Source: an optimization exercise on an open RTL-to-GDS flow (aim: small area). Production flows keep margins and buffers that such runs may drop. In this exercise RTL edits were held to simulation tests only and were not proved equivalent to the original. Power figures rest on the tool's default switching activity, not on a simulated workload.

<file path="design.v">
`timescale 1ns / 1ps
module uart_rx (
    input logic clk,
    input logic rst_n,
    input logic rx_i,
    output logic       push,
    output logic [4:0] code
);
  localparam BAUD_TICK = 54;
  localparam HALF_BAUD = 27;
  logic [5:0] baud_cnt;
  logic [3:0] bit_cnt;
  logic [7:0] rx_shift;
  logic [1:0] rx_sync;
  logic rx_busy;
  logic start_edge;
  assign rx_busy = !(bit_cnt[3] & bit_cnt[1]);
  assign push = (bit_cnt == 4'd10);
  always_ff @(posedge clk) begin
    rx_sync <= {rx_sync[0], rx_i};
  end
  always_ff @(posedge clk or negedge rst_n) begin
    if (!rst_n) begin
      start_edge <= 0;
      bit_cnt    <= 4'd11;
    end else begin
      start_edge <= (!rx_busy && rx_sync == 2'b10);
      if (start_edge) bit_cnt <= 4'd0;
      else if (push) bit_cnt <= 4'd11;
      else if (rx_busy && baud_cnt == BAUD_TICK) bit_cnt <= bit_cnt + 1'b1;
    end
  end
  always_ff @(posedge clk) begin
    if (start_edge) begin
      baud_cnt <= BAUD_TICK - HALF_BAUD;
    end else if (rx_busy) begin
      baud_cnt <= baud_cnt + 1'b1;
      if (baud_cnt == BAUD_TICK) begin
        baud_cnt <= 0;
        if (bit_cnt != 0 && bit_cnt != 9) rx_shift <= {rx_sync[0], rx_shift[7:1]};
      end
    end
  end
  logic [3:0] nib;
  logic is_hex, is_w, is_r;
  always_comb begin
    is_hex = 1'b1;
    nib = 4'h0;
    case (rx_shift)
      "0": nib = 4'h0;
      "1": nib = 4'h1;
      "2": nib = 4'h2;
      "3": nib = 4'h3;
      "4": nib = 4'h4;
      "5": nib = 4'h5;
      "6": nib = 4'h6;
      "7": nib = 4'h7;
      "8": nib = 4'h8;
      "9": nib = 4'h9;
      "a", "A": nib = 4'hA;
      "b", "B": nib = 4'hB;
      "c", "C": nib = 4'hC;
      "d", "D": nib = 4'hD;
      "e", "E": nib = 4'hE;
      "f", "F": nib = 4'hF;
      default: begin
        nib = 4'h0;
        is_hex = 1'b0;
      end
    endcase
    is_w = (rx_shift == "w");
    is_r = (rx_shift == "r");
    code = {is_w | is_r, nib[3:1], nib[0] | is_r};
  end
endmodule
`timescale 1ns / 1ps
module uart_tx (
    input logic clk,
    input logic rst_n,
    input logic [7:0] tx_data_i,
    input logic tx_start,
    output logic tx_o,
    output logic tx_busy
);
  localparam BAUD_TICK = 54;
  logic [5:0] baud_cnt;
  logic [10:0] sh;
  assign tx_busy = |sh[10:1];
  assign tx_o = sh[0];
  always_ff @(posedge clk or negedge rst_n) begin
    if (!rst_n) begin
      sh <= 11'b00000000001;
    end else if (tx_start && !tx_busy) begin
      sh[10:1] <= {1'b1, tx_data_i, 1'b0};
    end else if (tx_busy && baud_cnt == BAUD_TICK - 1) begin
      sh <= {1'b0, sh[10:1]};
    end
  end
  always_ff @(posedge clk) begin
    if (tx_start && !tx_busy) baud_cnt <= 0;
    else if (tx_busy) begin
      if (baud_cnt == BAUD_TICK - 1) baud_cnt <= 0;
      else baud_cnt <= baud_cnt + 1'b1;
    end
  end
endmodule
`timescale 1ns / 1ps
module fifo #(
    parameter DataWidth = 5,
    parameter Depth = 16,
    localparam PtrWidth = $clog2(Depth)
) (
    input logic rst_n,
    input logic clk,
    input logic writeEN,
    input logic [DataWidth-1:0] writeData,
    input logic readEN,
    output logic [DataWidth-1:0] readData,
    output logic empty
);
  logic [DataWidth*Depth-1:0] ring;
  logic [PtrWidth:0] count;
  logic [PtrWidth-1:0] rdPos;
  logic full;
  logic pend;
  logic push, pop;
  logic ins;
  assign empty = (count == 0);
  assign full = count[PtrWidth];
  assign push = writeEN && !full;
  assign pop = readEN && !empty;
  assign ins = pend && (rdPos == count[PtrWidth-1:0] - 2'd2);
  always_ff @(posedge clk or negedge rst_n) begin
    if (!rst_n) begin
      count <= '0;
      rdPos <= '0;
      pend  <= 1'b0;
    end else begin
      if (push && !pop) count <= count + 1'b1;
      else if (pop && !push) count <= count - 1'b1;
      if (!pop) rdPos <= rdPos + 1'b1;
      pend <= push | (pend & !ins);
    end
  end
  always_ff @(posedge clk) begin
    ring <= {ring[DataWidth*(Depth-1)-1:0], ins ? writeData : ring[DataWidth*Depth-1-:DataWidth]};
  end
  assign readData = (pend && count == 1) ? writeData : ring[DataWidth*rdPos+:DataWidth];
endmodule
module registers (
    input logic clk,
    input logic rst_n,
    input logic [7:0] head,
    input logic       wr_en,     
    input logic [7:0] wr_addr,
    input logic [7:0] wr_data,
    output logic [7:0] head_data,
    output logic       q_empty
);
  logic [2047:0] ring;
  logic clearing;
  logic [7:0] ring_in;
  logic v0, v1, v2, v3;
  logic [7:0] a0, a1, a2;
  logic [7:0] d0, d1, d2;
  logic apply, mv0, mv1, mv2;
  assign head_data = ring[2047:2040];
  assign q_empty = !(v0 | v1 | v2 | v3);
  assign apply = v0 && (a0 == head);
  assign mv0 = v1 && (!v0 || apply);
  assign mv1 = v2 && (!v1 || mv0);
  assign mv2 = v3 && (!v2 || mv1);
  always_comb begin
    if (clearing) ring_in = 8'h00;
    else if (apply) ring_in = d0;
    else ring_in = head_data;
  end
  always_ff @(posedge clk) begin
    ring <= {ring[2039:0], ring_in};
  end
  always_ff @(posedge clk or negedge rst_n) begin
    if (!rst_n) begin
      clearing <= 1'b1;
      v0 <= 1'b0;
      v1 <= 1'b0;
      v2 <= 1'b0;
      v3 <= 1'b0;
    end else begin
      if (head == 8'hFF) clearing <= 1'b0;
      v0 <= mv0 | (v0 & !apply);
      v1 <= mv1 | (v1 & !mv0);
      v2 <= mv2 | (v2 & !mv1);
      v3 <= wr_en | (v3 & !mv2);
    end
  end
  always_ff @(posedge clk) begin
    if (mv0) begin
      a0 <= a1;
      d0 <= d1;
    end
    if (mv1) begin
      a1 <= a2;
      d1 <= d2;
    end
    if (mv2) begin
      a2 <= wr_addr;
      d2 <= wr_data;
    end
  end
endmodule
module command_parser (
    input logic clk,
    input logic rst_n,
    input  logic [4:0] code,     
    input  logic       empty,
    output logic       readEN,
    input  logic [7:0] head,
    input  logic [7:0] head_data,
    input  logic       q_empty,
    output logic       wr_en,
    output logic [7:0] wr_addr,
    output logic [7:0] wr_data,
    output logic [7:0] tx_data_o,
    output logic       tx_start,
    input  logic       busy
);
  typedef enum logic [2:0] {
    IDLE,
    PARSE_ADDR_UPPER,
    PARSE_ADDR_LOWER,
    PARSE_DATA_UPPER,
    PARSE_DATA_LOWER,
    EXECUTE_WRITE,
    EXECUTE_READ,
    RESPOND_SEND
  } state_t;
  state_t state_reg, next_state;
  logic       cmd_w;
  logic [7:0] addr_reg;
  logic [7:0] data_reg;
  logic [1:0] response_idx;
  logic [3:0] hex_nibble;
  logic [3:0] nibble_to_send;
  logic [7:0] ascii_char;
  assign hex_nibble = {code[3:1], code[0] & ~code[4]};
  assign wr_addr = addr_reg;
  assign wr_data = data_reg;
  always_ff @(posedge clk or negedge rst_n) begin
    if (!rst_n) state_reg <= IDLE;
    else state_reg <= next_state;
  end
  always_ff @(posedge clk) begin
    case (state_reg)
      IDLE: if (!empty && code[4]) cmd_w <= ~code[0];
      PARSE_ADDR_UPPER: if (!empty) addr_reg[7:4] <= hex_nibble;
      PARSE_ADDR_LOWER: if (!empty) addr_reg[3:0] <= hex_nibble;
      PARSE_DATA_UPPER: if (!empty) data_reg[7:4] <= hex_nibble;
      PARSE_DATA_LOWER: if (!empty) data_reg[3:0] <= hex_nibble;
      EXECUTE_READ: response_idx <= 2'd0;
      RESPOND_SEND: begin
        if (q_empty && head == addr_reg) data_reg <= head_data;
        if (!busy) response_idx <= response_idx + 1'b1;
      end
      default: ;
    endcase
  end
  always_comb begin
    next_state = state_reg;
    readEN = 1'b0;
    wr_en = 1'b0;
    tx_start = 1'b0;
    case (state_reg)
      IDLE: begin
        if (!empty) begin
          readEN = 1'b1;
          if (code[4]) next_state = PARSE_ADDR_UPPER;
        end
      end
      PARSE_ADDR_UPPER: begin
        if (!empty) begin
          readEN = 1'b1;
          next_state = PARSE_ADDR_LOWER;
        end
      end
      PARSE_ADDR_LOWER: begin
        if (!empty) begin
          if (cmd_w) begin
            readEN = 1'b1;
            next_state = PARSE_DATA_UPPER;
          end else begin
            next_state = EXECUTE_READ;
          end
        end
      end
      PARSE_DATA_UPPER: begin
        if (!empty) begin
          readEN = 1'b1;
          next_state = PARSE_DATA_LOWER;
        end
      end
      PARSE_DATA_LOWER: begin
        if (!empty) next_state = EXECUTE_WRITE;
      end
      EXECUTE_WRITE: begin
        wr_en = (addr_reg != 8'h00);
        next_state = IDLE;
      end
      EXECUTE_READ: next_state = RESPOND_SEND;
      RESPOND_SEND: begin
        if (!busy) begin
          tx_start = 1'b1;
          if (response_idx == 2'd3) next_state = IDLE;
        end
      end
      default: next_state = IDLE;
    endcase
  end
  assign nibble_to_send = response_idx[0] ? data_reg[3:0] : data_reg[7:4];
  assign ascii_char = (nibble_to_send < 4'd10) ? {4'h3, nibble_to_send} : {4'h4, 1'b0, nibble_to_send[2:0] - 3'd1};
  always_comb begin
    case (response_idx)
      2'd0: tx_data_o = 8'h0A;
      2'd1: tx_data_o = 8'h3E;
      default: tx_data_o = ascii_char;
    endcase
  end
endmodule
`timescale 1ns / 1ps
module fpga_debug_top (
    input  logic clk,
    input  logic i_uart_rx_pin,
    output logic o_uart_tx_pin,
    input  logic rst_n,
    output logic led
);
  logic [15:0] blink_cnt;
  always_ff @(posedge clk or negedge rst_n) begin
    if (!rst_n) blink_cnt <= '0;
    else blink_cnt <= blink_cnt + 1'b1;
  end
  assign led = blink_cnt[15];
  logic       rx_push;
  logic [4:0] rx_code;
  logic [4:0] fifo_code;
  logic       fifo_empty;
  logic       fifo_pop;
  logic [7:0] tx_data;
  logic       tx_start;
  logic       tx_busy;
  logic [7:0] head_data;
  logic       q_empty;
  logic       wr_en;
  logic [7:0] wr_addr;
  logic [7:0] wr_data;
  uart_rx u_uart_rx (
      .clk(clk),
      .rst_n(rst_n),
      .rx_i(i_uart_rx_pin),
      .push(rx_push),
      .code(rx_code)
  );
  fifo u_fifo (
      .clk(clk),
      .rst_n(rst_n),
      .writeEN(rx_push),
      .writeData(rx_code),
      .readEN(fifo_pop),
      .readData(fifo_code),
      .empty(fifo_empty)
  );
  command_parser u_command_parser (
      .clk(clk),
      .rst_n(rst_n),
      .code(fifo_code),
      .empty(fifo_empty),
      .readEN(fifo_pop),
      .head(blink_cnt[7:0]),
      .head_data(head_data),
      .q_empty(q_empty),
      .wr_en(wr_en),
      .wr_addr(wr_addr),
      .wr_data(wr_data),
      .tx_data_o(tx_data),
      .tx_start(tx_start),
      .busy(tx_busy)
  );
  registers u_registers (
      .clk(clk),
      .rst_n(rst_n),
      .head(blink_cnt[7:0]),
      .wr_en(wr_en),
      .wr_addr(wr_addr),
      .wr_data(wr_data),
      .head_data(head_data),
      .q_empty(q_empty)
  );
  uart_tx u_uart_tx (
      .clk(clk),
      .rst_n(rst_n),
      .tx_data_i(tx_data),
      .tx_start(tx_start),
      .tx_o(o_uart_tx_pin),
      .tx_busy(tx_busy)
  );
endmodule
</file>
<file path="flow/run.sh">
#!/bin/bash
set -euo pipefail
export CTS_ARGS="-sink_clustering_enable -repair_clock_nets -dont_use_dummy_load -buf_list sky130_fd_sc_hd__clkbuf_8 -sink_clustering_size 22 -sink_clustering_max_diameter 50"
bash standard.sh > standard_flow.log 2>&1
</file>
<file path="standard.sh">
#!/bin/bash
# synth_recipe.tcl (not shown) runs the flow's synth.tcl, then flattens the netlist and writes it again
# the make line also repeats each setting of config.mk as NAME=value (left out here)
make -C /OpenROAD-flow-scripts/flow DESIGN_CONFIG=/design/flow/config.mk WORK_HOME=/design/flow/orfs CLKGATE_MAP_FILE= SYNTH_SCRIPT=/design/flow/synth_recipe.tcl "${@:-finish}"
</file>
<file path="config.mk">
export PLATFORM = sky130hd
export DESIGN_NAME = fpga_debug_top
export DESIGN_NICKNAME = fpga_debug_top
export VERILOG_FILES = /design/flow/design.v
export SDC_FILE = /design/flow/constraint.sdc
export NUM_CORES = 4
export LEC_CHECK = 0
export CAP_MARGIN = 20
export CORE_MARGIN = 2
export CORE_UTILIZATION = 60
export SLEW_MARGIN = 20
</file>
<file path="constraint.sdc">
create_clock -name core_clock -period 20.0 [get_ports {clk}]
set_input_delay 4.0000 -clock core_clock [delete_from_list [all_inputs] [get_ports {clk}]]
set_output_delay 4.0000 -clock core_clock [all_outputs]
set_load 0.01 [all_outputs]
</file>
==> results of run 1 <==
==> metal layers <==
metal,GRT usage,up-vias,wire length [um]
li1,-,8737,-
met1,0.194,8257,27700
met2,0.170,214,19700
met3,0.0302,141,2100
met4,0.0602,0,1600
met5,0,-,0
==> per-stage QoR <==
stage	instances	total power [mW]	cell area (um2)	hold slack [ns]
after global placement	3754	4.64	50800	0.311
final	3897	6.35	52700	0.292
after detailed placement	3754	4.64	50800	0.312
after floorplan	2698	4.64	49500	0.310
after CTS	3895	6.44	52700	0.291
after global routing	3897	6.61	52700	0.293
==> logic make-up after synthesis <==
kind of cell | after synthesis | synth area share
compound gates | 76 | 0.00968
xor+xnor | 57 | 0.0101
fa+ha+maj | 22 | 0.00556
buf+inv | 40 | 0.00356
flops | 2267 | 0.937
mux | 53 | 0.0151
simple gates | 183 | 0.0189
==> power groups by stage <==
stage,registers (mW),clock network (mW),logic [mW]
6_report,4.53,1.82,0.00241
5_1_grt,4.54,2.07,0.00292
4_1_cts,4.53,1.91,0.00260
3_5_place_dp,4.64,0,0.00261
3_3_place_gp,4.64,0,0.00253
2_1_floorplan,4.64,0,0.0000288
==> cell usage in the layout, fill, tap and decap left out, drive strengths merged, types with 22 or more instances in the layout <==
| cell type | n |
|---|---|
| xnor2 | 27 |
| dfxtp | 2142 |
| nand3 | 32 |
| nor2 | 47 |
| ha | 22 |
| nand2 | 36 |
| edfxtp | 75 |
| clkbuf | 141 |
| dfrtp | 45 |
| xor2 | 30 |
| mux2i | 23 |
==> final cells by class <==
| class | count | area [um2] |
|---|---|---|
| repair buffers | 7 | 57.6 |
| flip-flops and latches | 2267 | 46400 |
| inverters | 19 | 71.3 |
| clock buffers | 141 | 1940 |
| fillers | 5718 | 29100 |
| multi-input cells | 391 | 2940 |
| well taps | 1070 | 1340 |
| diodes | 2 | 5.00 |
==> worst paths after layout <==
path / start / endpoint / slack (ns)
worst max-delay path: u_uart_tx.sh[0] / o_uart_tx_pin / 14.19
worst min-delay path: u_registers.ring[684] / u_registers.ring[692] / 0.29
worst max register to register: u_fifo.count[0] / u_fifo.count[4] / 17.05
worst min register to register: u_registers.ring[684] / u_registers.ring[692] / 0.29
max in group asynchronous: rst_n / u_fifo.rdPos[1] / 16.17
min in group asynchronous: rst_n / blink_cnt[0] / 3.35
==> impl_metrics.py, run 1 <==
metrics = {
    "critical_path": {
        "cp-end-kind": "output port",
        "startpoint_type": "register",
        "critPathKind": "reg2out",
        "cp_cell_sequence": "clkdlybuf4s50_1",
        "path_depth": 1,
        "path_buf_inv": 1,
        "crit_required_ns": 16.00,
        "critPathTopFamily": "buffers and inverters",
        "rr_worst_depth": 9,
        "cp_max_fo": 2,
        "cpMaxStageDelayCell": "clkdlybuf4s50_1",
        "cp_data_arrival_time_ns": 1.81,
        "cp_slowest_stage_delay_ns": 0.54,
    },
    "synthesis": {
        "synth-seq-cells": 2267,
        "synth_area_mm2": 0.0495,
        "synth.area.top_cells": "dfxtp_1 87%, edfxtp_1 4.5%, dfrtp_1 2.3%",
        "synthCells": 2698,
        "yosys.area.top_type": "dfxtp_1",
        "synth.most_common_cell": "dfxtp_1",
        "avgSynthCellArea_um2": 18.3,
        "synth.top_cell.area_share": 0.866,
        "syn_nets": 2723,
        "seq_area_frac_synth": 0.937,
        "synth.distinct_cells": 60,
        "synth_edf_count": 75,
        "synthFlopType": "dfxtp_1",
        "yosysWarnings": 6,
        "synth.top_cells.by_count": "2,142 x dfxtp_1, 75 x edfxtp_1, 46 x nor2_1",
        "async_reset_ff_frac": 0.0221,
    },
    "pwr": {
        "p_switching_mw": 1.18,
        "power_leakage_nw": 20.7,
        "p_per_area_mw_per_mm2": 120,
        "swShare": 0.186,
        "p_int_mw": 5.17,
        "clkPwrFrac": 0.286,
        "ir_worst_vdd_uv": 61.5,
        "p_seq_frac": 0.714,
        "pwr-share-comb": 0,
    },
    "routing": {
        "route.detailed.drc": 0,
        "first_pass_iters": 4,
        "ant_nets": 0,
        "initialDrtViolationCount": 747,
        "via_per_inst": 4.45,
        "dr_total_vias": 17300,
        "wl_per_cell_um": 13.1,
        "wirelength_mm": 51.1,
    },
    "timing": {
        "skew_ns": 0.0518,
        "drv_slew": 0,
        "fin_crit_sh": 0.290,
        "max_slew_margin": 0.493,
        "worstMarginPinSlew_ns": 0.758,
        "rsz0062_at_grt": "false",
        "fmax_ghz": 0.172,
        "setup_ws_ns": 14.19,
        "hold_viol_final": 0,
        "min_period_ns": 5.81,
        "setup_tns_ns": 0,
        "setup_violations": 0,
    },
    "min_path": {
        "whs_path_depth": 0,
        "min_path_type": "reg2reg",
    },
    "placement": {
        "portBuffers": 4,
        "gp_congestion": 0.745,
        "hpwl_mm": 26.3,
        "place_ws_ns": 14.96,
    },
    "global_route": {
        "grt_usage": 0.127,
        "grt_antenna_before_repair": 2,
        "grt_pass1_vias": 17700,
        "grt_first_pass_wirelength_mm": 88.6,
        "gr-total-overflow": 0,
        "grt_max_degree": 51,
    },
    "status": {
        "status": "complete, no violations",
    },
    "clock_network": {
        "cts_hold_buffers": 0,
        "cts_tree": "built",
        "clock_path_buffers": 3,
        "cts_resized": 0,
        "clock_latency_ns": 0.77,
        "cts_buffers": 141,
        "htreeDepth": 4,
        "clkSlewWorstSetupHoldPaths_ns": 0.11,
        "cts_num_sinks": 2267,
        "post_cts_buffers": 0,
        "clockRootBuffer": "clkbuf_8",
    },
    "die": {
        "fp.dieW_um": 291,
        "core_mm2": 0.0818,
        "die_y_um": 291,
        "rows": 105,
        "start_util": 0.605,
        "dieArea_mm2": 0.0848,
        "top_level_ports": 5,
    },
    "cells_and_area": {
        "fin_nets": 2852,
        "reg_top3": "u_registers.ring (2048), u_fifo.ring (80), blink_cnt (16)",
        "fin_util": 0.644,
        "drive_above_1_share": 0.0687,
        "area_growth_pct": 6.56,
        "largest_reg_flops": 2048,
        "top_register": "u_registers.ring",
    },
    "job": {
        "drv_cap": 0,
    },
}
==> run 2: changes to the inputs <==
==> flow/run.sh (replaced) <==
#!/bin/bash
set -euo pipefail
export CTS_ARGS="-sink_clustering_enable -repair_clock_nets -dont_use_dummy_load -buf_list sky130_fd_sc_hd__buf_6 -sink_clustering_size 20 -sink_clustering_max_diameter 42"
bash standard.sh > standard_flow.log 2>&1
==> run 2 against run 1 <==
Core utilization shrank 0.17 points. Worst hold slack lost 0.022 ns. Largest cell class unchanged. Routed wire length grew 0.34%. Via count is essentially flat. Sequential share of layout area grew 0.23 points. Global-route usage grew 0.064 points. First-iteration DRC count shrank 14%. Non-clock buffer count is the same.
==> impl_metrics.py, run 2 <==
metrics = {
    "synthesis": {
        "synth.distinct_cells": 60,
        "yosysWarnings": 6,
        "synth_area_mm2": 0.0495,
        "yosys.area.top_type": "dfxtp_1",
        "synth.area.top_cells": "dfxtp_1 87%, edfxtp_1 4.5%, dfrtp_1 2.3%",
        "synth_edf_count": 75,
        "synth.mux.area_fraction": 0.0151,
        "synth.most_common_cell": "dfxtp_1",
        "async_reset_ff_frac": 0.0221,
        "synth-seq-cells": 2267,
        "synth_compound_area_frac": 0.00968,
        "seq_area_frac_synth": 0.937,
        "synth.top_cells.by_count": "2,142 x dfxtp_1, 75 x edfxtp_1, 46 x nor2_1",
        "synthCells": 2698,
        "avgSynthCellArea_um2": 18.3,
        "synth-simple-area-share": 0.0189,
        "synth_top_family_by_area": "simple AND/OR/NAND/NOR gates",
        "synthFlopType": "dfxtp_1",
        "synth-xor-area-share": 0.0101,
        "synth_fa_ha_area_frac": 0.00556,
        "synth.top_cell.area_share": 0.866,
        "syn_nets": 2723,
    },
    "pwr": {
        "ir_worst_vdd_uv": 73.3,
        "p_per_area_mw_per_mm2": 121,
        "finalPower_mw": 6.37,
        "power_leakage_nw": 20.7,
    },
    "clock_network": {
        "clockRootBuffer": "buf_6",
        "post_cts_buffers": 0,
        "clock_latency_ns": 0.75,
        "cts_tree": "built",
        "htreeDepth": 4,
        "cts_hold_buffers": 0,
        "clock_path_buffers": 3,
        "cts_buffers": 160,
        "cts_resized": 0,
        "cts_num_sinks": 2267,
        "clkSlewWorstSetupHoldPaths_ns": 0.11,
    },
    "timing": {
        "hold_slack_ns": 0.271,
        "setup_violations": 0,
        "setup_tns_ns": 0,
        "worstMarginPinSlew_ns": 0.754,
        "rsz0062_at_grt": "false",
        "skew_ns": 0.0574,
        "fmax_ghz": 0.174,
        "max_slew_margin": 0.495,
        "hold_viol_final": 0,
        "fin_crit_sh": 0.288,
        "min_period_ns": 5.76,
        "drv_slew": 0,
    },
    "die": {
        "rows": 105,
        "top_level_ports": 5,
        "start_util": 0.605,
        "dieArea_mm2": 0.0848,
        "die_y_um": 291,
        "fp.dieW_um": 291,
        "core_mm2": 0.0818,
    },
    "cells_and_area": {
        "largest_reg_flops": 2048,
        "area_growth_pct": 6.28,
        "final_cells": 3916,
        "final_cell_mix": "2,142 x dfxtp_1, 160 x buf_6, 75 x edfxtp_1",
        "top_register": "u_registers.ring",
        "fin_nets": 2871,
        "mostFrequentLayoutCell": "dfxtp_1",
        "reg_top3": "u_registers.ring (2048), u_fifo.ring (80), blink_cnt (16)",
        "drive_above_1_share": 0.0749,
        "final_cell_area_mm2": 0.0526,
    },
    "critical_path": {
        "cp-end-kind": "output port",
        "cp_slowest_stage_delay_ns": 0.54,
        "crit_required_ns": 16.00,
        "path_buf_inv": 1,
        "cp_data_arrival_time_ns": 1.76,
        "critPathKind": "reg2out",
        "cpMaxStageDelayCell": "clkdlybuf4s50_1",
        "startpoint_type": "register",
        "cp_max_fo": 2,
        "critPathTopFamily": "buffers and inverters",
        "cp_cell_sequence": "clkdlybuf4s50_1",
    },
    "routing": {
        "first_pass_iters": 4,
        "via_per_inst": 4.43,
        "route.detailed.drc": 0,
        "wirelength_mm": 51.3,
        "ant_nets": 0,
        "dr_total_vias": 17400,
        "initialDrtViolationCount": 642,
        "wl_per_cell_um": 13.1,
    },
    "placement": {
        "place_area_mm2": 0.0508,
        "hpwl_mm": 26.3,
        "portBuffers": 4,
        "dp_cells": 3754,
        "gp_congestion": 0.745,
    },
    "global_route": {
        "grt_first_pass_wirelength_mm": 89.1,
        "grt_max_degree": 51,
        "grt_antenna_before_repair": 2,
        "grt_usage": 0.128,
        "gr-total-overflow": 0,
        "grt_pass1_vias": 17900,
    },
    "job": {
        "drv_cap": 0,
    },
    "status": {
        "status": "complete, no violations",
    },
    "min_path": {
        "min_path_type": "reg2reg",
    },
}
==> run 2: cell counts after synthesis <==
No cell type changed its count.
==> run 2: worst paths after layout <==
check / startpoint / to / slack, ns / depth (start not counted)
min in group asynchronous: rst_n / blink_cnt[15] / 3.38 / 2
worst min register to register: u_registers.ring[1522] / u_registers.ring[1530] / 0.27 / 0
worst max-delay path: u_uart_tx.sh[0] / o_uart_tx_pin / 14.24 / 1
worst min-delay path: u_registers.ring[1522] / u_registers.ring[1530] / 0.27 / 0
worst max register to register: u_fifo.count[0] / u_fifo.count[4] / 17.02 / 9
max in group asynchronous: rst_n / blink_cnt[8] / 16.13 / 2
==> run 2: cell families after synthesis <==
family,after synthesis
flip-flops,2267
XOR/XNOR,57
multiplexers,53
AO/OA/AOI/OAI,76
buffers and inverters,40
adder cells (fa/ha/maj),22
AND/OR/NAND/NOR,183
==> run 2: through the flow <==
step                       util  worst slack (ns)
after detailed placement  0.621             14.96
after global routing      0.643             14.12
after global placement    0.621             14.95
final                     0.643             14.24
after floorplan               -             15.47
after CTS                 0.643             14.10
==> run 2: layout make-up <==
class | instances | area, um2
Clock buffer | 160 | 1800
Sequential cell | 2267 | 46400
Antenna cell | 2 | 5.00
Multi-Input combinational cell | 391 | 2940
Fill cell | 5755 | 29200
Timing Repair Buffer | 7 | 57.6
Inverter | 19 | 71.3
Tap cell | 1070 | 1340
==> run 2: report_power, final <==
group | internal (mW) | switching [mW] | total (mW)
sequential | 4.54 | 0.000110 | 4.54
clock | 0.618 | 1.22 | 1.83
combinational | 0.000389 | 0.00201 | 0.00240
total | 5.15 | 1.22 | 6.37
==> run 2: routing by layer <==
layer / part of all wire / global-route usage
met1: 0.54 / 0.194
met2: 0.38 / 0.171
met3: 0.044 / 0.0326
met4: 0.032 / 0.0602
met5: 0 / 0
==> run 3: changes to the inputs <==
==> flow/run.sh (replaced) <==
#!/bin/bash
set -euo pipefail
export CTS_ARGS="-sink_clustering_enable -repair_clock_nets -dont_use_dummy_load -buf_list sky130_fd_sc_hd__buf_6 -sink_clustering_size 18 -sink_clustering_max_diameter 50"
bash standard.sh > standard_flow.log 2>&1
--- a/config.mk
+++ b/config.mk
@@ -9,3 +9,3 @@
 export CORE_MARGIN = 2
-export CORE_UTILIZATION = 60
+export CORE_UTILIZATION = 70
 export SLEW_MARGIN = 20
==> run 3 against run 2 <==
Clock power is 3% lower. Setup slack worse by 0.035 ns. Global-route usage is 2.6 points higher. Final area is 0.56% lower. Critical path type unchanged.
==> impl_metrics.py, run 3 <==
metrics = {
    "status": {
        "status": "complete, no violations",
    },
    "critical_path": {
        "critPathKind": "reg2out",
        "crit_required_ns": 16.00,
        "cp_cell_sequence": "clkdlybuf4s50_1",
        "path_buf_inv": 1,
        "cp_data_arrival_time_ns": 1.80,
        "startpoint_type": "register",
        "cp_max_fo": 2,
        "cp-end-kind": "output port",
        "cpMaxStageDelayCell": "clkdlybuf4s50_1",
        "critPathTopFamily": "buffers and inverters",
        "cp_slowest_stage_delay_ns": 0.56,
    },
    "synthesis": {
        "seq_area_frac_synth": 0.937,
        "yosys.area.top_type": "dfxtp_1",
        "synthCells": 2698,
        "synth.top_cells.by_count": "2,142 x dfxtp_1, 75 x edfxtp_1, 46 x nor2_1",
        "synth-simple-area-share": 0.0189,
        "syn_nets": 2723,
        "synth-seq-cells": 2267,
        "synth_compound_area_frac": 0.00968,
        "synth_edf_count": 75,
        "synthFlopType": "dfxtp_1",
        "synth.area.top_cells": "dfxtp_1 87%, edfxtp_1 4.5%, dfrtp_1 2.3%",
        "synth.mux.area_fraction": 0.0151,
        "synth.distinct_cells": 60,
        "synth.top_cell.area_share": 0.866,
        "synth.most_common_cell": "dfxtp_1",
        "synth_fa_ha_area_frac": 0.00556,
        "synth-xor-area-share": 0.0101,
        "yosysWarnings": 6,
        "synth_top_family_by_area": "simple AND/OR/NAND/NOR gates",
        "synth_area_mm2": 0.0495,
        "async_reset_ff_frac": 0.0221,
        "avgSynthCellArea_um2": 18.3,
    },
    "pwr": {
        "p_per_area_mw_per_mm2": 121,
        "ir_worst_vdd_uv": 116,
        "power_leakage_nw": 20.6,
        "finalPower_mw": 6.32,
    },
    "timing": {
        "worstMarginPinSlew_ns": 0.710,
        "fmax_ghz": 0.172,
        "hold_slack_ns": 0.278,
        "min_period_ns": 5.80,
        "rsz0062_at_grt": "false",
        "setup_tns_ns": 0,
        "hold_viol_final": 0,
        "max_slew_margin": 0.520,
        "skew_ns": 0.0781,
        "setup_violations": 0,
        "fin_crit_sh": 0.290,
        "drv_slew": 0,
    },
    "die": {
        "start_util": 0.707,
        "dieArea_mm2": 0.0729,
        "die_y_um": 270,
        "rows": 97,
        "core_mm2": 0.0700,
        "fp.dieW_um": 270,
        "top_level_ports": 5,
    },
    "global_route": {
        "grt_first_pass_wirelength_mm": 90.9,
        "grt_pass1_vias": 18100,
        "grt_antenna_before_repair": 2,
        "gr-total-overflow": 0,
        "grt_max_degree": 51,
        "grt_usage": 0.153,
    },
    "clock_network": {
        "clkSlewWorstSetupHoldPaths_ns": 0.11,
        "cts_buffers": 148,
        "clock_path_buffers": 3,
        "cts_resized": 0,
        "clock_latency_ns": 0.75,
        "cts_num_sinks": 2267,
        "clockRootBuffer": "buf_6",
        "post_cts_buffers": 0,
        "htreeDepth": 4,
        "cts_hold_buffers": 0,
        "cts_tree": "built",
    },
    "routing": {
        "dr_total_vias": 17300,
        "route.detailed.drc": 0,
        "wl_per_cell_um": 14.1,
        "wirelength_mm": 53.3,
        "via_per_inst": 4.60,
        "first_pass_iters": 5,
        "initialDrtViolationCount": 782,
        "ant_nets": 0,
    },
    "min_path": {
        "min_path_type": "reg2reg",
    },
    "cells_and_area": {
        "drive_above_1_share": 0.0709,
        "reg_top3": "u_registers.ring (2048), u_fifo.ring (80), blink_cnt (16)",
        "fin_nets": 2860,
        "final_cell_mix": "2,142 x dfxtp_1, 148 x buf_6, 75 x edfxtp_1",
        "mostFrequentLayoutCell": "dfxtp_1",
        "area_growth_pct": 5.68,
        "fin_util": 0.747,
        "top_register": "u_registers.ring",
        "largest_reg_flops": 2048,
    },
    "placement": {
        "hpwl_mm": 27.9,
        "portBuffers": 4,
        "gp_congestion": 0.797,
    },
    "job": {
        "drv_cap": 0,
    },
}
run 3: changes by cell type in the layout (fill, tap and decap cells not counted):
cell / before / now
nor2b_1: 5 / 6
diode_2: 2 / 1
buf_4: 3 / 4
nor2b_2: 1 / 0
buf_6: 160 / 148
run 3: cells by family after synthesis:
group | Yosys count
buffers and inverters | 40
AOI/OAI and AO/OA | 76
muxes | 53
DFF | 2267
and+or+nand+nor | 183
xor gates and xnor gates | 57
adders and majority gates | 22
run 3: cell type report:
type | count | area, um2
timing repair buffer | 8 | 65.1
tap | 940 | 1180
multi-input combinational | 391 | 2940
fill | 4106 | 17700
clock buffer | 148 | 1670
antenna | 1 | 2.50
inverter | 19 | 71.3
sequential | 2267 | 46400
run 3: per-layer routing:
metal	up-vias	part of all wire	wire (um)	global-route usage
met4	0	0.030	1590	0.0674
met3	122	0.040	2120	0.0358
li1	8786	-	-	-
met5	-	0	0	0
met2	260	0.40	21100	0.213
met1	8174	0.53	28400	0.233
run 3: power breakdown:
group	internal [mW]	leakage, nW	switching, mW
combinational	0.000389	1.34	0.00206
clock	0.575	0.895	1.21
sequential	4.53	18.4	0.000181
run 3: per-stage QoR:
step	setup slack (ns)	instance area, um2	std cells
global placement	14.92	50600	3625
detailed placement	14.91	50600	3625
finish	14.20	52300	3774
global route	14.07	52300	3774
floorplan	15.47	49500	2698
CTS	14.09	52300	3773
run 3: final timing paths:
check | slack, ns | cells after the start | start | to
max in group asynchronous | 16.12 | 2 | rst_n | u_command_parser.state_reg[2]
min in group asynchronous | 3.37 | 2 | rst_n | blink_cnt[14]
min reg2reg | 0.28 | 0 | u_registers.ring[1764] | u_registers.ring[1772]
max reg2reg | 17.00 | 9 | u_fifo.count[0] | u_fifo.count[4]
max | 14.20 | 1 | u_uart_tx.sh[0] | o_uart_tx_pin
min | 0.28 | 0 | u_registers.ring[1764] | u_registers.ring[1772]
==> run 4: changes to the inputs <==
--- a/config.mk
+++ b/config.mk
@@ -9,3 +9,3 @@
 export CORE_MARGIN = 2
-export CORE_UTILIZATION = 70
+export CORE_UTILIZATION = 50
 export SLEW_MARGIN = 20
==> run 4 against run 3 <==
Sequential cell count unchanged. Still clean on timing, DRC and antenna. Routed wire length increased by 0.11%. Clock power grew 3%. Largest cell class unchanged. Register-to-register slack better by 0.05 ns. Worst hold slack got worse by 0.076 ns. Largest power group unchanged. Critical path type unchanged.
==> impl_metrics.py, run 4 <==
metrics = {
    "status": {
        "status": "complete, no violations",
    },
    "cells_and_area": {
        "reg_top3": "u_registers.ring (2048), u_fifo.ring (80), blink_cnt (16)",
        "top_register": "u_registers.ring",
        "fin_nets": 2871,
        "drive_above_1_share": 0.0745,
        "mostFrequentLayoutCell": "dfxtp_1",
        "nFillCells": 7660,
        "largest_reg_flops": 2048,
        "area_growth_pct": 6.81,
        "final_cell_mix": "2,142 x dfxtp_1, 159 x buf_6, 75 x edfxtp_1",
    },
    "synthesis": {
        "yosys.area.top_type": "dfxtp_1",
        "synth.area.top_cells": "dfxtp_1 87%, edfxtp_1 4.5%, dfrtp_1 2.3%",
        "synth.top_cell.area_share": 0.866,
        "synth-seq-cells": 2267,
        "avgSynthCellArea_um2": 18.3,
        "synth_area_mm2": 0.0495,
        "yosysWarnings": 6,
        "synth_edf_count": 75,
        "seq_area_frac_synth": 0.937,
        "synthFlopType": "dfxtp_1",
        "synthCells": 2698,
        "synth.most_common_cell": "dfxtp_1",
        "async_reset_ff_frac": 0.0221,
        "syn_nets": 2723,
        "synth.distinct_cells": 60,
        "synth.top_cells.by_count": "2,142 x dfxtp_1, 75 x edfxtp_1, 46 x nor2_1",
    },
    "critical_path": {
        "startpoint_type": "register",
        "cp_max_fo": 2,
        "crit_required_ns": 16.00,
        "cp_data_arrival_time_ns": 1.79,
        "critPathTopFamily": "buffers and inverters",
        "cp_cell_sequence": "clkdlybuf4s50_1",
        "cpMaxStageDelayCell": "clkdlybuf4s50_1",
        "cp-end-kind": "output port",
        "path_buf_inv": 1,
        "cp_slowest_stage_delay_ns": 0.55,
        "critPathKind": "reg2out",
    },
    "global_route": {
        "grt_first_pass_wirelength_mm": 92.2,
        "grt_antenna_before_repair": 1,
        "gr-total-overflow": 0,
        "grt_pass1_vias": 18200,
        "grt_usage": 0.110,
        "grt_max_degree": 51,
    },
    "routing": {
        "initialDrtViolationCount": 885,
        "wl_per_cell_um": 12.9,
        "via_per_inst": 4.23,
        "dr_total_vias": 17500,
        "ant_nets": 0,
        "first_pass_iters": 5,
        "route.detailed.drc": 0,
        "wirelength_mm": 53.4,
    },
    "clock_network": {
        "cts_buffers": 159,
        "cts_num_sinks": 2267,
        "clockRootBuffer": "buf_6",
        "clkSlewWorstSetupHoldPaths_ns": 0.10,
        "clock_latency_ns": 0.80,
        "cts_resized": 0,
        "post_cts_buffers": 0,
        "clock_path_buffers": 3,
        "htreeDepth": 4,
        "cts_tree": "built",
        "cts_hold_buffers": 0,
    },
    "die": {
        "core_mm2": 0.0983,
        "start_util": 0.504,
        "top_level_ports": 5,
        "dieArea_mm2": 0.102,
        "fp.dieW_um": 319,
        "die_y_um": 319,
        "rows": 115,
    },
    "pwr": {
        "ir_worst_vdd_uv": 58.4,
        "power_leakage_nw": 20.7,
        "p_per_area_mw_per_mm2": 121,
    },
    "timing": {
        "hold_viol_final": 0,
        "setup_violations": 0,
        "fin_crit_sh": 0.289,
        "skew_ns": 0.116,
        "worstMarginPinSlew_ns": 0.698,
        "min_period_ns": 5.79,
        "rsz0062_at_grt": "false",
        "setup_tns_ns": 0,
        "hold_slack_ns": 0.203,
        "fmax_ghz": 0.173,
        "drv_slew": 0,
        "max_slew_margin": 0.528,
    },
    "placement": {
        "hpwl_mm": 27.2,
        "portBuffers": 4,
        "gp_congestion": 0.761,
    },
    "job": {
        "drv_cap": 0,
    },
    "min_path": {
        "min_path_type": "reg2reg",
    },
}
## run 4: metal layers
metal / vias up / GRT usage / routed length (um)
li1: 8809 / - / -
met1: 8257 / 0.161 / 28300
met2: 250 / 0.150 / 20800
met3: 156 / 0.0299 / 2410
met4: 0 / 0.0565 / 1840
met5: - / 0 / 0
## run 4: kinds of logic after synthesis
group,Yosys count,share of synthesized area
simple gates,183,0.0189
buf+inv,40,0.00356
flops,2267,0.937
mux,53,0.0151
xor+xnor,57,0.0101
fa+ha+maj,22,0.00556
compound gates,76,0.00968
## run 4: final timing paths
check / from / to / slack [ns] / cells after the start
setup / recovery: u_uart_tx.sh[0] / o_uart_tx_pin / 14.21 / 1
setup reg to reg: u_fifo.count[0] / u_fifo.count[4] / 17.05 / 9
hold reg to reg: u_registers.ring[25] / u_registers.ring[33] / 0.20 / 0
min in group asynchronous: rst_n / u_uart_rx.start_edge / 3.39 / 2
hold / removal: u_registers.ring[25] / u_registers.ring[33] / 0.20 / 0
max in group asynchronous: rst_n / blink_cnt[0] / 16.10 / 2
## run 4: final cells by class
type	instances	area (um2)	area share
Sequential cell	2267	46400	0.877
Multi-Input combinational cell	391	2940	0.0557
Clock buffer	159	1790	0.0339
Tap cell	1287	1610	0.0305
Inverter	19	71.3	0.00135
Timing Repair Buffer	8	65.1	0.00123
Antenna cell	1	2.50	0.0000473
## run 4: through the flow
step,power (mW),utilization,setup WS (ns),area (um2),cells
2_1_floorplan,4.64,-,15.47,49500,2698
3_3_place_gp,4.64,0.520,14.90,51100,3972
3_5_place_dp,4.64,0.520,14.92,51100,3972
4_1_cts,6.48,0.538,14.06,52900,4131
5_1_grt,6.64,0.538,14.06,52900,4132
6_report,6.38,0.538,14.21,52900,4132
## run 4: report_power, final
part | switching, mW | leakage (nW) | internal (mW)
logic | 0.00210 | 1.34 | 0.000389
clock network | 1.23 | 0.962 | 0.614
registers | 0.000102 | 18.4 | 4.53
## run 4: worst register-to-register path, delay by kind of cell, from the launching register on
family | cells | cell delay [ns]
compound gates | 2 | 0.45
xor+xnor | 1 | 0.15
fa+ha+maj | 2 | 0.58
buf+inv | 1 | 0.11
flops | 1 | 0.50
simple gates | 3 | 1.12
==> run 5: changes to the inputs <==
--- a/config.mk
+++ b/config.mk
@@ -9,3 +9,3 @@
 export CORE_MARGIN = 2
-export CORE_UTILIZATION = 50
+export CORE_UTILIZATION = 60
 export SLEW_MARGIN = 20
==> run 5 against run 4 <==
Synthesized cell count unchanged. Largest power group unchanged. Sequential share of layout area rose by 0.55 points. Sequential power about the same.
==> impl_metrics.py, run 5 <==
metrics = {
    "critical_path": {
        "crit_required_ns": 16.00,
        "cp_slowest_stage_delay_ns": 0.54,
        "cp-end-kind": "output port",
        "cp_max_fo": 2,
        "cp_data_arrival_time_ns": 1.84,
        "cp_cell_sequence": "clkdlybuf4s50_1",
        "startpoint_type": "register",
        "critPathKind": "reg2out",
        "cpMaxStageDelayCell": "dfstp_2",
        "path_buf_inv": 1,
        "critPathTopFamily": "flip-flops",
    },
    "synthesis": {
        "synth_edf_count": 75,
        "synth-seq-cells": 2267,
        "synth.most_common_cell": "dfxtp_1",
        "yosysWarnings": 6,
        "syn_nets": 2723,
        "synth.distinct_cells": 60,
        "synth.area.top_cells": "dfxtp_1 87%, edfxtp_1 4.5%, dfrtp_1 2.3%",
        "async_reset_ff_frac": 0.0221,
        "yosys.area.top_type": "dfxtp_1",
        "avgSynthCellArea_um2": 18.3,
        "synth.top_cells.by_count": "2,142 x dfxtp_1, 75 x edfxtp_1, 46 x nor2_1",
        "synth_area_mm2": 0.0495,
        "synth.top_cell.area_share": 0.866,
        "synthFlopType": "dfxtp_1",
        "seq_area_frac_synth": 0.937,
        "synthCells": 2698,
    },
    "die": {
        "dieArea_mm2": 0.0848,
        "start_util": 0.605,
        "top_level_ports": 5,
        "fp.dieW_um": 291,
        "rows": 105,
        "die_y_um": 291,
        "core_mm2": 0.0818,
    },
    "pwr": {
        "p_switching_mw": 1.22,
        "pwr-share-comb": 0,
        "clkPwrFrac": 0.285,
        "swShare": 0.192,
        "p_int_mw": 5.13,
        "ir_worst_vdd_uv": 73.2,
        "p_per_area_mw_per_mm2": 121,
        "p_seq_frac": 0.714,
        "power_leakage_nw": 20.6,
    },
    "clock_network": {
        "clockRootBuffer": "buf_6",
        "cts_tree": "built",
        "cts_hold_buffers": 0,
        "htreeDepth": 4,
        "clock_path_buffers": 3,
        "clkSlewWorstSetupHoldPaths_ns": 0.11,
        "post_cts_buffers": 0,
        "cts_resized": 0,
        "cts_num_sinks": 2267,
        "cts_buffers": 154,
        "clock_latency_ns": 0.76,
    },
    "routing": {
        "route.detailed.drc": 0,
        "dr_total_vias": 17500,
        "wirelength_mm": 51.6,
        "via_per_inst": 4.46,
        "initialDrtViolationCount": 706,
        "ant_nets": 0,
        "wl_per_cell_um": 13.2,
        "first_pass_iters": 4,
    },
    "cells_and_area": {
        "multi_input_area_mm2": 0.00294,
        "seq_area_mm2": 0.0464,
        "final_cells": 3912,
        "area_growth_pct": 6.15,
        "drive_above_1_share": 0.0729,
        "nFillCells": 5754,
        "largest_reg_flops": 2048,
        "reg_top3": "u_registers.ring (2048), u_fifo.ring (80), blink_cnt (16)",
        "final_cell_area_mm2": 0.0525,
        "top_register": "u_registers.ring",
        "final_cell_mix": "2,142 x dfxtp_1, 154 x buf_6, 75 x edfxtp_1",
        "fin_nets": 2865,
        "mostFrequentLayoutCell": "dfxtp_1",
    },
    "placement": {
        "portBuffers": 4,
        "dp_cells": 3754,
        "place_area_mm2": 0.0508,
        "hpwl_mm": 26.3,
        "gp_congestion": 0.745,
        "place_ws_ns": 14.96,
    },
    "timing": {
        "max_slew_margin": 0.495,
        "skew_ns": 0.0683,
        "rsz0062_at_grt": "false",
        "fin_crit_sh": 0.292,
        "setup_ws_ns": 14.16,
        "worstMarginPinSlew_ns": 0.754,
        "min_period_ns": 5.84,
        "fmax_ghz": 0.171,
        "hold_viol_final": 0,
        "setup_violations": 0,
        "setup_tns_ns": 0,
        "drv_slew": 0,
        "hold_slack_ns": 0.283,
    },
    "global_route": {
        "gr-total-overflow": 0,
        "grt_max_degree": 51,
        "grt_usage": 0.128,
        "grt_first_pass_wirelength_mm": 89.5,
        "grt_antenna_before_repair": 2,
        "grt_pass1_vias": 17900,
    },
    "status": {
        "status": "complete, no violations",
    },
    "job": {
        "drv_cap": 0,
    },
    "min_path": {
        "min_path_type": "reg2reg",
    },
}
run 5: cell counts after synthesis:
No cell type changed its count.
run 5: area by class of cell:
cell class,instances,area share
Sequential cell,2267,0.883
Multi-Input combinational cell,391,0.0560
Clock buffer,154,0.0330
Tap cell,1070,0.0255
Inverter,19,0.00136
Timing Repair Buffer,7,0.00110
Antenna cell,4,0.000190
run 5: kinds of logic after synthesis:
group | share of synthesized area
AO/OA/AOI/OAI | 0.00968
AND/OR/NAND/NOR | 0.0189
multiplexers | 0.0151
flip-flops | 0.937
adder cells (fa/ha/maj) | 0.00556
buffers and inverters | 0.00356
XOR/XNOR | 0.0101
run 5: path summary, 6_finish.rpt:
kind	cells past startpoint	start	endpoint	slack, ns
setup / recovery	1	u_uart_tx.sh[0]	o_uart_tx_pin	14.16
hold / removal	0	u_registers.ring[572]	u_registers.ring[580]	0.28
setup reg to reg	9	u_fifo.count[0]	u_fifo.count[4]	17.05
hold reg to reg	0	u_registers.ring[572]	u_registers.ring[580]	0.28
max in group asynchronous	2	rst_n	u_command_parser.state_reg[0]	16.14
min in group asynchronous	2	rst_n	u_uart_tx.sh[1]	3.34
run 5: stage by stage:
step | total power [mW] | utilization
2_1_floorplan | 4.64 | -
3_3_place_gp | 4.64 | 0.621
3_5_place_dp | 4.64 | 0.621
4_1_cts | 6.44 | 0.642
5_1_grt | 6.61 | 0.642
6_report | 6.35 | 0.642
run 5: power by group through the flow:
stage	Sequential [mW]	Clock, mW	Combinational [mW]
2_1_floorplan	4.64	0	0.0000288
3_3_place_gp	4.64	0	0.00253
3_5_place_dp	4.64	0	0.00261
6_report	4.53	1.81	0.00242
4_1_cts	4.53	1.91	0.00262
5_1_grt	4.53	2.07	0.00293
run 5: layer usage:
| metal | share of wire | GRT usage | vias to the layer above | wire [um] |
|---|---|---|---|---|
| li1 | - | - | 8804 | - |
| met1 | 0.54 | 0.195 | 8295 | 27800 |
| met2 | 0.39 | 0.172 | 228 | 20000 |
| met3 | 0.045 | 0.0337 | 127 | 2300 |
| met4 | 0.029 | 0.0583 | 0 | 1500 |
| met5 | 0 | 0 | - | 0 |
==> run 6: changes to the inputs <==
==> flow/run.sh (replaced) <==
#!/bin/bash
set -euo pipefail
export CTS_ARGS="-sink_clustering_enable -dont_use_dummy_load -buf_list sky130_fd_sc_hd__inv_8 -sink_clustering_size 24 -sink_clustering_max_diameter 50"
bash standard.sh > standard_flow.log 2>&1
==> run 6 against run 5 <==
Still clean on timing, DRC and antenna. Sequential cell count unchanged. Critical path depth unchanged. Via count barely moved. Worst hold slack gained 0.0085 ns. Clock skew decreased by 0.0075 ns. Maximum frequency is 6.3% higher. Cell count decreased by 0.23%. Sequential power hardly changed. Critical endpoint unchanged.
==> impl_metrics.py, run 6 <==
metrics = {
    "status": {
        "status": "complete, no violations",
    },
    "routing": {
        "via_per_inst": 4.48,
        "wl_per_cell_um": 13.0,
        "ant_nets": 0,
        "wirelength_mm": 50.8,
        "dr_total_vias": 17500,
        "first_pass_iters": 5,
        "route.detailed.drc": 0,
        "initialDrtViolationCount": 747,
    },
    "timing": {
        "fin_crit_sh": 0.274,
        "setup_tns_ns": 0,
        "max_slew_margin": 0.494,
        "rsz0062_at_grt": "false",
        "min_period_ns": 5.49,
        "drv_slew": 0,
        "fmax_ghz": 0.182,
        "hold_viol_final": 0,
        "worstMarginPinSlew_ns": 0.756,
        "skew_ns": 0.0608,
        "setup_violations": 0,
    },
    "critical_path": {
        "path_buf_inv": 1,
        "cp_data_arrival_time_ns": 1.49,
        "cpMaxStageDelayCell": "clkdlybuf4s50_1",
        "startpoint_type": "register",
        "cp_max_fo": 2,
        "critPathKind": "reg2out",
        "cp_slowest_stage_delay_ns": 0.54,
        "cp-end-kind": "output port",
        "cp_cell_sequence": "clkdlybuf4s50_1",
        "critPathTopFamily": "buffers and inverters",
        "crit_required_ns": 16.00,
    },
    "pwr": {
        "ir_worst_vdd_uv": 66.2,
        "finalPower_mw": 6.32,
        "swShare": 0.241,
        "p_switching_mw": 1.52,
        "power_leakage_nw": 20.6,
        "p_per_area_mw_per_mm2": 120,
        "pwr-share-comb": 0,
        "clkPwrFrac": 0.282,
        "p_int_mw": 4.79,
        "p_seq_frac": 0.718,
    },
    "cells_and_area": {
        "final_cell_mix": "2,142 x dfxtp_1, 149 x inv_8, 75 x edfxtp_1",
        "mostFrequentLayoutCell": "dfxtp_1",
        "final_cells": 3903,
        "largest_reg_flops": 2048,
        "top_register": "u_registers.ring",
        "antennaDiodeCount": 0,
        "final_cell_area_mm2": 0.0525,
        "reg_top3": "u_registers.ring (2048), u_fifo.ring (80), blink_cnt (16)",
        "fin_nets": 2860,
        "area_growth_pct": 6.02,
        "drive_above_1_share": 0.0713,
    },
    "clock_network": {
        "clock_path_buffers": 4,
        "clkSlewWorstSetupHoldPaths_ns": 0.10,
        "cts_hold_buffers": 0,
        "htreeDepth": 4,
        "clock_latency_ns": 0.45,
        "cts_resized": 0,
        "cts_buffers": 149,
        "cts_num_sinks": 2267,
        "clockRootBuffer": "inv_8",
        "cts_tree": "built",
        "post_cts_buffers": 0,
    },
    "synthesis": {
        "synth_compound_area_frac": 0.00968,
        "synth.mux.area_fraction": 0.0151,
        "syn_nets": 2723,
        "synth_fa_ha_area_frac": 0.00556,
        "synth_area_mm2": 0.0495,
        "yosysWarnings": 6,
        "yosys.area.top_type": "dfxtp_1",
        "async_reset_ff_frac": 0.0221,
        "synth-seq-cells": 2267,
        "synth_top_family_by_area": "simple AND/OR/NAND/NOR gates",
        "synth-xor-area-share": 0.0101,
        "synth.top_cells.by_count": "2,142 x dfxtp_1, 75 x edfxtp_1, 46 x nor2_1",
        "synthCells": 2698,
        "synth.top_cell.area_share": 0.866,
        "synth-simple-area-share": 0.0189,
        "synth.area.top_cells": "dfxtp_1 87%, edfxtp_1 4.5%, dfrtp_1 2.3%",
        "synth.distinct_cells": 60,
        "synthFlopType": "dfxtp_1",
        "seq_area_frac_synth": 0.937,
        "synth.most_common_cell": "dfxtp_1",
        "avgSynthCellArea_um2": 18.3,
        "synth_edf_count": 75,
    },
    "global_route": {
        "grt_max_degree": 51,
        "grt_usage": 0.126,
        "grt_pass1_vias": 17800,
        "grt_antenna_before_repair": 1,
        "gr-total-overflow": 0,
        "grt_first_pass_wirelength_mm": 88.7,
    },
    "placement": {
        "dp_cells": 3754,
        "place_area_mm2": 0.0508,
        "hpwl_mm": 26.3,
        "portBuffers": 4,
        "gp_congestion": 0.745,
    },
    "min_path": {
        "min_path_type": "reg2reg",
    },
    "die": {
        "top_level_ports": 5,
        "fp.dieW_um": 291,
        "start_util": 0.605,
        "rows": 105,
        "core_mm2": 0.0818,
        "die_y_um": 291,
        "dieArea_mm2": 0.0848,
    },
    "job": {
        "drv_cap": 0,
    },
}
==> run 6: cell counts after synthesis <==
Identical to the previous run, type by type.
==> run 6: per-layer routing <==
layer	wire [um]	track usage	share of wire	up-vias
met5	0	0	0	-
met4	1740	0.0550	0.034	0
met3	1970	0.0283	0.039	151
met2	19600	0.169	0.39	235
met1	27400	0.194	0.54	8252
li1	-	-	-	8832
==> run 6: metrics by stage <==
step            util  hold WS (ns)  setup WS (ns)
2_1_floorplan      -         0.310          15.47
3_3_place_gp   0.621         0.311          14.95
3_5_place_dp   0.621         0.312          14.96
4_1_cts        0.641         0.299          14.46
5_1_grt        0.641         0.298          14.46
6_report       0.641         0.292          14.51
==> run 6: cell families after synthesis <==
group / Yosys count
xor+xnor: 57
flops: 2267
mux: 53
buf+inv: 40
compound gates: 76
simple gates: 183
fa+ha+maj: 22
==> run 6: final timing paths <==
| path | depth (start not counted) | startpoint | to | slack (ns) |
|---|---|---|---|---|
| min reg2reg | 0 | u_registers.ring[410] | u_registers.ring[418] | 0.29 |
| max reg2reg | 9 | u_fifo.count[0] | u_fifo.count[4] | 17.07 |
| min in group asynchronous | 2 | rst_n | u_uart_tx.sh[2] | 3.67 |
| max in group asynchronous | 2 | rst_n | u_command_parser.state_reg[0] | 15.85 |
| max | 1 | u_uart_tx.sh[0] | o_uart_tx_pin | 14.51 |
| min | 0 | u_registers.ring[410] | u_registers.ring[418] | 0.29 |
==> run 6: cell type report <==
cell class,instances,area [um2]
clock inverters,149,1680
inverters,19,71.3
well taps,1070,1340
multi-input cells,391,2940
fillers,5780,29400
repair buffers,7,57.6
flip-flops and latches,2267,46400
==> run 6: power groups by stage <==
stage / registers, mW / logic [mW] / clock network, mW
2_1_floorplan: 4.64 / 0.0000288 / 0
3_3_place_gp: 4.64 / 0.00253 / 0
3_5_place_dp: 4.64 / 0.00261 / 0
4_1_cts: 4.53 / 0.00260 / 1.88
5_1_grt: 4.54 / 0.00292 / 2.05
6_report: 4.53 / 0.00238 / 1.78
==> run 7: changes to the inputs <==
==> flow/run.sh (replaced) <==
#!/bin/bash
set -euo pipefail
export CTS_ARGS="-sink_clustering_enable -dont_use_dummy_load -buf_list sky130_fd_sc_hd__inv_6 -sink_clustering_size 18 -sink_clustering_max_diameter 50"
bash standard.sh > standard_flow.log 2>&1
==> run 7 against run 6 <==
Still clean on timing, DRC and antenna. Die area stayed put. Total power down 1.9%. Clock skew rose by 0.024 ns. Cell count is 0.33% higher. Worst hold slack got worse by 0.0080 ns. Critical path depth did not move. Synthesized cell count unchanged. Final area decreased by 0.49%. Sequential power barely moved. First-iteration DRC count fell by 6.8%. Maximum frequency fell by 1.5%. Via count rose by 0.43%. Critical endpoint unchanged. Largest cell class unchanged. Highest routed layer unchanged.
==> impl_metrics.py, run 7 <==
metrics = {
    "synthesis": {
        "syn_nets": 2723,
        "synth.top_cells.by_count": "2,142 x dfxtp_1, 75 x edfxtp_1, 46 x nor2_1",
        "synth_fa_ha_area_frac": 0.00556,
        "synthCells": 2698,
        "synth-xor-area-share": 0.0101,
        "synth.area.top_cells": "dfxtp_1 87%, edfxtp_1 4.5%, dfrtp_1 2.3%",
        "yosys.area.top_type": "dfxtp_1",
        "synth-simple-area-share": 0.0189,
        "synth.mux.area_fraction": 0.0151,
        "avgSynthCellArea_um2": 18.3,
        "async_reset_ff_frac": 0.0221,
        "seq_area_frac_synth": 0.937,
        "synth_top_family_by_area": "simple AND/OR/NAND/NOR gates",
        "synth_compound_area_frac": 0.00968,
        "yosysWarnings": 6,
        "synth_edf_count": 75,
        "synthFlopType": "dfxtp_1",
        "synth-seq-cells": 2267,
        "synth.top_cell.area_share": 0.866,
        "synth.distinct_cells": 60,
        "synth_area_mm2": 0.0495,
        "synth.most_common_cell": "dfxtp_1",
    },
    "cells_and_area": {
        "fin_nets": 2873,
        "antennaDiodeCount": 0,
        "multi_input_area_mm2": 0.00294,
        "final_cell_mix": "2,142 x dfxtp_1, 162 x inv_6, 75 x edfxtp_1",
        "mostFrequentLayoutCell": "dfxtp_1",
        "nFillCells": 5777,
        "drive_above_1_share": 0.0755,
        "largest_reg_flops": 2048,
        "top_register": "u_registers.ring",
        "reg_top3": "u_registers.ring (2048), u_fifo.ring (80), blink_cnt (16)",
        "seq_area_mm2": 0.0464,
        "area_growth_pct": 5.49,
    },
    "routing": {
        "ant_nets": 0,
        "dr_total_vias": 17500,
        "first_pass_iters": 5,
        "via_per_inst": 4.48,
        "wirelength_mm": 51.5,
        "wl_per_cell_um": 13.1,
        "initialDrtViolationCount": 696,
        "route.detailed.drc": 0,
    },
    "timing": {
        "setup_tns_ns": 0,
        "max_slew_margin": 0.496,
        "skew_ns": 0.0847,
        "fmax_ghz": 0.179,
        "drv_slew": 0,
        "hold_viol_final": 0,
        "fin_crit_sh": 0.279,
        "min_period_ns": 5.57,
        "setup_violations": 0,
        "setup_ws_ns": 14.43,
        "worstMarginPinSlew_ns": 0.753,
        "rsz0062_at_grt": "false",
    },
    "critical_path": {
        "cp-end-kind": "output port",
        "startpoint_type": "register",
        "cp-endpoint": "o_uart_tx_pin",
        "cpMaxStageDelayCell": "dfstp_2",
        "crit_required_ns": 16.00,
        "critPathTopFamily": "flip-flops",
        "cp_slowest_stage_delay_ns": 0.54,
        "reg2reg_to": "u_fifo.count[4]",
        "cp_max_fo": 2,
        "critPathKind": "reg2out",
        "cp_cell_sequence": "clkdlybuf4s50_1",
        "path_depth": 1,
        "path_buf_inv": 1,
        "rr_worst_depth": 9,
        "worstSetupStartpoint": "u_uart_tx.sh[0]",
        "regToRegSetupSlack_ns": 17.08,
        "cp_data_arrival_time_ns": 1.57,
        "r2r-start": "u_fifo.count[0]",
    },
    "placement": {
        "gp_congestion": 0.745,
        "place_ws_ns": 14.96,
        "portBuffers": 4,
        "hpwl_mm": 26.3,
    },
    "die": {
        "core_mm2": 0.0818,
        "rows": 105,
        "dieArea_mm2": 0.0848,
        "fp.dieW_um": 291,
        "top_level_ports": 5,
        "die_y_um": 291,
        "start_util": 0.605,
    },
    "clock_network": {
        "post_cts_buffers": 0,
        "clockRootBuffer": "inv_6",
        "clock_path_buffers": 4,
        "cts_buffers": 162,
        "clkSlewWorstSetupHoldPaths_ns": 0.11,
        "cts_num_sinks": 2267,
        "htreeDepth": 4,
        "cts_tree": "built",
        "cts_hold_buffers": 0,
        "cts_resized": 0,
        "clock_latency_ns": 0.50,
    },
    "global_route": {
        "gr-total-overflow": 0,
        "grt_pass1_vias": 18000,
        "grt_usage": 0.127,
        "grt_antenna_before_repair": 1,
        "grt_max_degree": 51,
        "grt_first_pass_wirelength_mm": 89.7,
    },
    "pwr": {
        "finalPower_mw": 6.20,
        "p_per_area_mw_per_mm2": 119,
        "ir_worst_vdd_uv": 71.8,
        "power_leakage_nw": 20.4,
    },
    "min_path": {
        "min_path_type": "reg2reg",
    },
    "status": {
        "status": "complete, no violations",
    },
    "job": {
        "drv_cap": 0,
    },
}
run 7: routing by layer:
metal,GRT usage,wire length [um]
met1,0.195,27800
met2,0.171,19900
met3,0.0344,2260
met4,0.0489,1490
met5,0,0
run 7: how the worst min path moves through the flow:
stage	from	end	slack, ns	cells past startpoint
after floorplan	u_registers.ring[992]	u_registers.ring[1000]	0.31	0
after global placement	u_registers.ring[737]	u_registers.ring[745]	0.31	0
after detailed placement	u_registers.ring[98]	u_registers.ring[106]	0.31	0
after CTS	u_registers.ring[1963]	u_registers.ring[1971]	0.28	0
after global routing	u_registers.ring[1887]	u_registers.ring[1895]	0.29	0
final	u_registers.ring[1963]	u_registers.ring[1971]	0.28	0
run 7: through the flow:
| stage | instances | util | cell area (um2) | hold slack, ns |
|---|---|---|---|---|
| after floorplan | 2698 | - | 49500 | 0.310 |
| after global placement | 3754 | 0.621 | 50800 | 0.311 |
| after detailed placement | 3754 | 0.621 | 50800 | 0.312 |
| after CTS | 3916 | 0.638 | 52200 | 0.281 |
| after global routing | 3916 | 0.638 | 52200 | 0.286 |
| final | 3916 | 0.638 | 52200 | 0.284 |
run 7: cell type report:
type                            instances  area share
Inverter                               19     0.00137
Timing Repair Buffer                    7     0.00110
Clock inverter                        162      0.0272
Multi-Input combinational cell        391      0.0564
Sequential cell                      2267       0.888
Tap cell                             1070      0.0256
run 7: logic make-up after synthesis:
kind of cell | Yosys count
flip-flops | 2267
AND/OR/NAND/NOR | 183
adder cells (fa/ha/maj) | 22
buffers and inverters | 40
AO/OA/AOI/OAI | 76
XOR/XNOR | 57
multiplexers | 53
run 7: power by group:
group,leakage [nW],switching (mW),internal [mW]
clock network,0.734,1.46,0.202
logic,1.33,0.00203,0.000389
registers,18.4,0.000108,4.54
total,20.4,1.46,4.74
==> run 8: changes to the inputs <==
==> flow/run.sh (replaced) <==
#!/bin/bash
set -euo pipefail
export CTS_ARGS="-sink_clustering_enable -dont_use_dummy_load -buf_list sky130_fd_sc_hd__inv_6 -sink_clustering_size 21 -sink_clustering_max_diameter 50"
bash standard.sh > standard_flow.log 2>&1
==> run 8 against run 7 <==
Still clean on timing, DRC and antenna. Setup slack improved by 0.049 ns. Core utilization decreased by 0.14 points. Worst hold slack better by 0.0077 ns. Sequential cell count is the same. Sequential share of layout area increased by 0.19 points. Register-to-register slack about the same. First-iteration DRC count rose by 1.0%. Via count down 0.85%. Critical path depth stayed put. Synthesized cell count did not move. Sequential power is essentially flat. Critical path type unchanged. Critical endpoint unchanged. Largest power group unchanged. Highest routed layer unchanged.
==> impl_metrics.py, run 8 <==
metrics = {
    "placement": {
        "gp_congestion": 0.745,
        "hpwl_mm": 26.3,
        "portBuffers": 4,
    },
    "synthesis": {
        "seq_area_frac_synth": 0.937,
        "avgSynthCellArea_um2": 18.3,
        "syn_nets": 2723,
        "yosys.area.top_type": "dfxtp_1",
        "synth.distinct_cells": 60,
        "synth_area_mm2": 0.0495,
        "synthCells": 2698,
        "synth_edf_count": 75,
        "yosysWarnings": 6,
        "async_reset_ff_frac": 0.0221,
        "synth.top_cell.area_share": 0.866,
        "synth.most_common_cell": "dfxtp_1",
        "synthFlopType": "dfxtp_1",
        "synth-seq-cells": 2267,
        "synth.top_cells.by_count": "2,142 x dfxtp_1, 75 x edfxtp_1, 46 x nor2_1",
        "synth.area.top_cells": "dfxtp_1 87%, edfxtp_1 4.5%, dfrtp_1 2.3%",
    },
    "routing": {
        "first_pass_iters": 5,
        "route.detailed.drc": 0,
        "wirelength_mm": 51.0,
        "dr_total_vias": 17400,
        "via_per_inst": 4.46,
        "ant_nets": 0,
        "wl_per_cell_um": 13.1,
        "initialDrtViolationCount": 703,
    },
    "pwr": {
        "power_leakage_nw": 20.4,
        "p_per_area_mw_per_mm2": 118,
        "ir_worst_vdd_uv": 60.4,
    },
    "die": {
        "top_level_ports": 5,
        "core_mm2": 0.0818,
        "die_y_um": 291,
        "start_util": 0.605,
        "rows": 105,
        "fp.dieW_um": 291,
        "dieArea_mm2": 0.0848,
    },
    "timing": {
        "skew_ns": 0.0740,
        "setup_tns_ns": 0,
        "fin_crit_sh": 0.276,
        "drv_slew": 0,
        "worstMarginPinSlew_ns": 0.748,
        "rsz0062_at_grt": "false",
        "setup_violations": 0,
        "hold_viol_final": 0,
        "min_period_ns": 5.52,
        "max_slew_margin": 0.499,
        "fmax_ghz": 0.181,
    },
    "cells_and_area": {
        "largest_reg_flops": 2048,
        "area_growth_pct": 5.26,
        "antennaDiodeCount": 0,
        "fin_nets": 2860,
        "reg_top3": "u_registers.ring (2048), u_fifo.ring (80), blink_cnt (16)",
        "mostFrequentLayoutCell": "dfxtp_1",
        "final_cell_mix": "2,142 x dfxtp_1, 149 x inv_6, 75 x edfxtp_1",
        "drive_above_1_share": 0.0713,
        "fin_util": 0.637,
        "top_register": "u_registers.ring",
    },
    "critical_path": {
        "critPathKind": "reg2out",
        "cpMaxStageDelayCell": "dfstp_2",
        "cp_data_arrival_time_ns": 1.52,
        "startpoint_type": "register",
        "critPathTopFamily": "flip-flops",
        "crit_required_ns": 16.00,
        "cp_max_fo": 2,
        "cp_cell_sequence": "clkdlybuf4s50_1",
        "cp_slowest_stage_delay_ns": 0.54,
        "cp-end-kind": "output port",
        "path_buf_inv": 1,
        "regToRegSetupSlack_ns": 17.08,
    },
    "clock_network": {
        "cts_num_sinks": 2267,
        "cts_resized": 0,
        "cts_tree": "built",
        "cts_buffers": 149,
        "clockRootBuffer": "inv_6",
        "cts_hold_buffers": 0,
        "clock_path_buffers": 4,
        "htreeDepth": 4,
        "post_cts_buffers": 0,
        "clock_latency_ns": 0.48,
        "clkSlewWorstSetupHoldPaths_ns": 0.12,
    },
    "job": {
        "drv_cap": 0,
    },
    "global_route": {
        "gr-total-overflow": 0,
        "grt_usage": 0.125,
        "grt_antenna_before_repair": 1,
        "grt_max_degree": 51,
        "grt_pass1_vias": 17700,
        "grt_first_pass_wirelength_mm": 88.6,
    },
    "min_path": {
        "min_path_type": "reg2reg",
    },
    "status": {
        "status": "complete, no violations",
    },
}
[run 8: changes by cell type in the layout (fill, tap and decap cells not counted), sizes merged]
cell,previous run,this run
inv,180,167
[run 8: cell families after synthesis]
kind of cell	after synthesis	share of synthesized area
AO/OA/AOI/OAI	76	0.00968
XOR/XNOR	57	0.0101
adder cells (fa/ha/maj)	22	0.00556
buffers and inverters	40	0.00356
flip-flops	2267	0.937
multiplexers	53	0.0151
AND/OR/NAND/NOR	183	0.0189
[run 8: metal layers]
layer / share of wire / routed length [um] / track usage
met5: 0 / 0 / 0
met4: 0.031 / 1560 / 0.0464
met3: 0.042 / 2160 / 0.0320
met2: 0.38 / 19600 / 0.169
met1: 0.54 / 27700 / 0.195
[run 8: report_power, final]
group | switching, mW | internal, mW | leakage [nW]
logic | 0.00202 | 0.000389 | 1.33
clock network | 1.42 | 0.188 | 0.675
registers | 0.000108 | 4.54 | 18.4
total | 1.42 | 4.73 | 20.4
[run 8: area by class of cell]
| class | instances | area, um2 |
|---|---|---|
| Multi-Input combinational cell | 391 | 2940 |
| Sequential cell | 2267 | 46400 |
| Timing Repair Buffer | 7 | 57.6 |
| Fill cell | 5798 | 29700 |
| Inverter | 19 | 71.3 |
| Tap cell | 1070 | 1340 |
| Clock inverter | 149 | 1310 |
[run 8: path summary, 6_finish.rpt]
path / endpoint / start / depth (start not counted)
setup / recovery: o_uart_tx_pin / u_uart_tx.sh[0] / 1
hold / removal: u_registers.ring[418] / u_registers.ring[410] / 0
setup reg to reg: u_fifo.count[4] / u_fifo.count[0] / 9
hold reg to reg: u_registers.ring[418] / u_registers.ring[410] / 0
max in group asynchronous: u_command_parser.state_reg[0] / rst_n / 2
min in group asynchronous: u_uart_tx.sh[2] / rst_n / 2
[run 8: stage by stage]
stage	cells	hold WS [ns]	worst slack [ns]	power (mW)	area [um2]
2_1_floorplan	2698	0.310	15.47	4.64	49500
4_1_cts	3903	0.294	14.41	6.24	52100
3_5_place_dp	3754	0.312	14.96	4.64	50800
5_1_grt	3903	0.284	14.41	6.41	52100
6_report	3903	0.292	14.48	6.15	52100
3_3_place_gp	3754	0.311	14.95	4.64	50800

Setup slack of run 8, layout unchanged: 14.475 ns with ideal ports, 14.407 ns with driving cells assumed (clock clkbuf_16, inputs buf_2), 14.939 ns with port delays also shifted by the 0.532 ns mid clock arrival.
